This design comes from an exercise in tuning for small area and a short achievable clock period on the open sky130 flow, not from production work. Where RTL was checked, it was by simulation tests only, not by an equivalence proof against the original.

==> zinc: inputs <==
## top_module
module top_module(
    input [11:0] angleIn,
    input [11:0] setPoint,
    input [7:0] kp,
    input [7:0] ki,
    input [7:0] kd,
    input clk,
    input rst,
    output signed [8:0] dutyCycleOut
    );
    reg signed [12:0] e_r;       
    reg [12:0] pen_r;            
    reg [8:0] kpd_r;             
    reg [7:0] kd_r, ki_r;
    reg rst_r;                   
    reg [20:0] in_r;             
    reg signed [8:0] y_r;
    wire signed [12:0] e = $signed({1'b0, setPoint}) - $signed({1'b0, angleIn});
    wire signed [20:0] integ = ~in_r;
    wire w1;
    wire w2;
    wire w3;
    wire w4;
    wire w5;
    wire w6;
    wire w7;
    wire w8;
    wire w9;
    wire w10;
    wire w11;
    wire w12;
    wire w13;
    wire w14;
    wire w15;
    wire w16;
    wire w17;
    wire w18;
    wire w19;
    wire w20;
    wire w21;
    wire w22;
    wire w23;
    wire w24;
    wire w25;
    wire w26;
    wire w27;
    wire w28;
    wire w29;
    wire w30;
    wire w31;
    wire w32;
    wire w33;
    wire w34;
    wire w35;
    wire w36;
    wire w37;
  ...
Settings: LEC_CHECK=0, CAP_MARGIN=20, CORE_MARGIN=2, CORE_UTILIZATION=40, SLEW_MARGIN=20, SYNTH_HIERARCHICAL=1; clock period 16.0 ns.
standard.sh (not shown) runs the stock make flow with config.mk's settings and CLKGATE_MAP_FILE= SYNTH_SCRIPT=/design/flow/synth_recipe.tcl, a recipe that flattens the netlist after the stock synthesis.
==> flow/flow/run.sh <==
#!/bin/bash
# Standard layout, with timing repair aimed past the clock period (the SDC is
# unchanged) and ordinary buffers on the ports instead of delay cells.
set -euo pipefail
MARGIN=$(cat flow/margin.txt)
bash standard.sh SETUP_SLACK_MARGIN=$MARGIN \
  BUFFER_PORTS_ARGS="-buffer_cell sky130_fd_sc_hd__buf_2" finish > standard_make.log 2>&1
==> flow/flow/margin.txt <==
11.5
==> inputs of willow, as changes to zinc <==
--- a/flow/design.v
+++ b/flow/design.v
@@ -962,31 +962,35 @@
     pid_fa u_fa287 (.a(w540), .b(w574), .ci(w575), .s(w611), .co(w612));
     pid_fa u_fa288 (.a(w544), .b(w577), .ci(w576), .s(w613), .co(w614));
     pid_fa u_fa289 (.a(w546), .b(w579), .ci(w578), .s(w615), .co(w616));
     pid_fa u_fa290 (.a(in_r[19]), .b((e_r[12] & ki_r[7])), .ci(w580), .s(w617), .co(w618));
     wire [22:0] sca = {1'b0, w392, w433, w431, w428, w426, w424, w422, w420, w418, w416, w414, w412, w410, w408, w406, w404, w402, w400, w398, w396, w394, w351};
     wire [22:0] scb = {1'b1, w434, w432, w430, w429, w427, w425, w423, w421, w419, w417, w415, w413, w411, w409, w407, w405, w403, w401, w399, w397, w395, w393};
-    wire signed [22:0] s = ~sca + ~scb;
+    wire [8:0] s_lo = ~(sca[8:0] + scb[8:0] + 9'd1);
+    wire [22:0] t_hi = sca + scb + 23'd257;
+    wire [22:0] t_lo = sca + scb - 23'd254;
+    wire s_pos = t_hi[22];       
+    wire s_neg = ~t_lo[22];      
     wire [20:0] ica = {~in_r[20], w617, w615, w612, w611, w609, w606, w604, w602, w600, w598, w596, w594, w592, w590, w588, w586, w584, w582, ~(e_r[0] & ki_r[1]), in_r[0]};
     wire [20:0] icb = {w618, w616, w614, w613, w610, w608, w607, w605, w603, w601, w599, w597, w595, w593, w591, w589, w587, w585, w583, w581, ~(e_r[0] & ki_r[0])};
-    wire signed [20:0] isum = ~ica + ~icb;
+    wire [20:0] isum_n = ica + icb + 21'd1;    
     always @(posedge clk) begin
         rst_r <= rst;
         e_r <= rst ? 13'sd0 : e;
         pen_r <= ~e_r;
         kpd_r <= kp + kd;
         kd_r <= kd;
         ki_r <= ki;
         if (rst_r) in_r <= ~21'd0;
         else if (integ > 255) in_r <= ~21'd255;
         else if (integ < -255) in_r <= ~(-21'sd255);
-        else in_r <= ~isum;
+        else in_r <= isum_n;
         if (rst | rst_r) y_r <= 9'sd0;
-        else if (s > 255) y_r <= 9'sd255;
-        else if (s < -255) y_r <= -9'sd255;
-        else y_r <= s[8:0];
+        else if (s_pos) y_r <= 9'sd255;
+        else if (s_neg) y_r <= -9'sd255;
+        else y_r <= s_lo;
     end
     assign dutyCycleOut = y_r;
 endmodule
 module pid_fa(input a, input b, input ci, output s, output co);
     assign s = a ^ b ^ ci;
     assign co = (a & b) | (ci & (a ^ b));
==> comparison table <==
quantity	willow	zinc
Run status	timing/DRC/antenna clean	timing/DRC/antenna clean
Overall die width	184 um	185 um
Wire length per cell	18.3 um	18.4 um
Worst-case setup margin in the final layout	10.02 ns	9.66 ns
Total half-perimeter wirelength after legalization and detailed placement	25.7 mm	26.4 mm
Worst setup endpoint	y_r[8]	y_r[0]
Maximum number of pins on one net before global-route repair	17	26
Post-layout min period	5.98 ns	6.34 ns
Multiplexer area fraction after synthesis	0.154%	0.306%
Signed area change from the synthesized netlist to the final layout	22.7%	21.2%
Count of plain and timing-repair buffers	188	153
Final-stage net count	1877	1913
Amount of wire on met3 after detailed routing	2.37 mm	2.21 mm
Register-to-register setup slack	10.02 ns	9.66 ns
Global-route met2 utilization	36.9%	37.7%
Routed wl met2	17.0 mm	17.7 mm
Xor/xnor cell area share of the yosys netlist	3.38%	2.81%
No functional check of the RTL was part of any run of this note.


==> nickel: inputs <==
Another version of the RTL of top_module (not shown whole).
clock: 16.0 ns
lec_check: 0
cap_margin: 20
core_margin: 2
core_utilization: 60
cts_buf_list: sky130_fd_sc_hd__clkbuf_8
slew_margin: 20
synth_hierarchical: 1
==> flow/flow/run.sh <==
#!/bin/bash
# The standard layout (standard.sh, unchanged synthesis), with:
#  - timing repair aimed past the clock period: SETUP_SLACK_MARGIN from
#    flow/margin.txt, repair limited to sizing moves (the SDC is unchanged);
#  - plain buffers (buf_1, resized as needed) on the ports instead of delay cells;
#  - sizing not restricted to the same cell footprint.
set -euo pipefail
MARGIN=$(cat flow/margin.txt)
bash standard.sh SETUP_SLACK_MARGIN=$MARGIN \
  BUFFER_PORTS_ARGS="-buffer_cell sky130_fd_sc_hd__buf_1" MATCH_CELL_FOOTPRINT=0 \
  SETUP_MOVE_SEQUENCE=unbuffer,sizeup,swap finish > standard_make.log 2>&1
==> flow/flow/margin.txt <==
11.4
==> quartz: changes against nickel <==
--- a/flow/design.v
+++ b/flow/design.v
@@ -16,12 +16,10 @@
     reg rst_r;                   
     reg [20:0] in_r;             
     reg [8:0] ylo_r;             
     reg inr_r;                   
     reg pos_r;                   
-    reg outr_r;                  
-    reg neg_r;                   
     wire signed [20:0] integ = ~in_r;
     wire w1;
     wire w2;
     wire w3;
     wire w4;
@@ -1394,21 +1392,17 @@
         else if (integ < -255) in_r <= ~(-21'sd255);
         else in_r <= isum_n;
         if (rst | rst_r) begin
             ylo_r <= 9'd0;
             inr_r <= 1'b1;
-            outr_r <= 1'b0;
         end else begin
             ylo_r <= y_lo;
             inr_r <= in_range;
-            outr_r <= ~in_range;
         end
         pos_r <= s_pos;
-        neg_r <= ~s_pos;
     end
-    assign dutyCycleOut[3:0] = inr_r ? ylo_r[3:0] : {{3{pos_r}}, 1'b1};
-    assign dutyCycleOut[8:4] = outr_r ? {neg_r, {4{~neg_r}}} : ylo_r[8:4];
+    assign dutyCycleOut = inr_r ? ylo_r : pos_r ? 9'sd255 : -9'sd255;
 endmodule
 module pid_fa(input a, input b, input ci, output s, output co);
     assign s = a ^ b ^ ci;
     assign co = (a & b) | (ci & (a ^ b));
 endmodule
--- a/flow/flow/run.sh
+++ b/flow/flow/run.sh
@@ -6,6 +6,6 @@
 #  - sizing not restricted to the same cell footprint.
 set -euo pipefail
 MARGIN=$(cat flow/margin.txt)
 bash standard.sh SETUP_SLACK_MARGIN=$MARGIN \
   BUFFER_PORTS_ARGS="-buffer_cell sky130_fd_sc_hd__buf_1" MATCH_CELL_FOOTPRINT=0 \
-  SETUP_MOVE_SEQUENCE=unbuffer,sizeup,swap finish > standard_make.log 2>&1
+  SETUP_MOVE_SEQUENCE=unbuffer,sizeup,swap,clone finish > standard_make.log 2>&1
==> comparison table <==
item                                                                  nickel                    quartz
Global Route met1 Usage                                                0.386                     0.423
Simple-gate portion of the synthesized area                            0.158                     0.163
Number of sequential cells                                                86                        84
Maximum clock frequency                                              209 MHz                   214 MHz
Post-synthesis mux area share                                        0.00251                  0.000808
Post-Synth Adder-Cell Area                                             0.567                     0.570
R2r endpoint                                                          outr_r                     inr_r
Buf+Inv Stages, Crit Path                                                  3                         1
Largest net degree at the start of global routing                         26                        25
Global router's overall resource usage                                 0.295                     0.303
Run status                                           complete, no violations   complete, no violations
Sink Count                                                                86                        84
Hold Slack                                                          0.527 ns                  0.527 ns
Total met3 wirelength after detailed routing                         1.25 mm                   2.35 mm
Register-to-Register Path Depth                                           17                        12
Core region area                                                   20300 um2                 20200 um2
Fin nets                                                                1659                      1661
Type of the setup path with the least slack                       reg -> reg                reg -> out
Slowest-stage cell, CP                                 sky130_fd_sc_hd__fa_1  sky130_fd_sc_hd__dfxtp_1
Reg2Reg Setup Slack                                                 11.20 ns                  11.36 ns
Relative slew slack                                                    0.504                     0.484
Estimated wirelength of the detail-placed design                     23.5 mm                   24.0 mm
The RTL of nickel was laid out without a check of its function.

-- static timing again, ports no longer ideal --
In the flow no input, the clock included, has a driving cell. The finished layouts below were timed again as built, in two steps.
Step 1 sets driving cells, clkbuf_16 on the clock port and buf_2 on the other inputs (assumed; they add their load-dependent delay and slew).
Step 2 moves the port delays by t, midway between the first and last clock arrival at a register: inputs arrive t later, outputs are due t later. That takes back most of the time a late clock gives input paths.
Three values: no drivers, after step 1, after step 2; two values: the first two.
run	t, ns	setup WS [ns]	hold WS [ns]	worst slew at a driven data input, ns
zinc	0.414	9.656 / 9.656 / 9.656	0.505 / 0.505 / 0.505	0.06
willow	0.415	10.020 / 10.020 / 10.020	0.535 / 0.535 / 0.535	0.07
nickel	0.420	11.204 / 11.204 / 10.784	0.527 / 0.527 / 0.527	0.06
quartz	0.429	11.321 / 11.275 / 11.032	0.527 / 0.527 / 0.527	0.04
After both steps setup and hold are still met in every run listed. The setup slack of nickel, which loses most, moves by 0.000 ns with the drivers and by -0.420 ns with both steps.
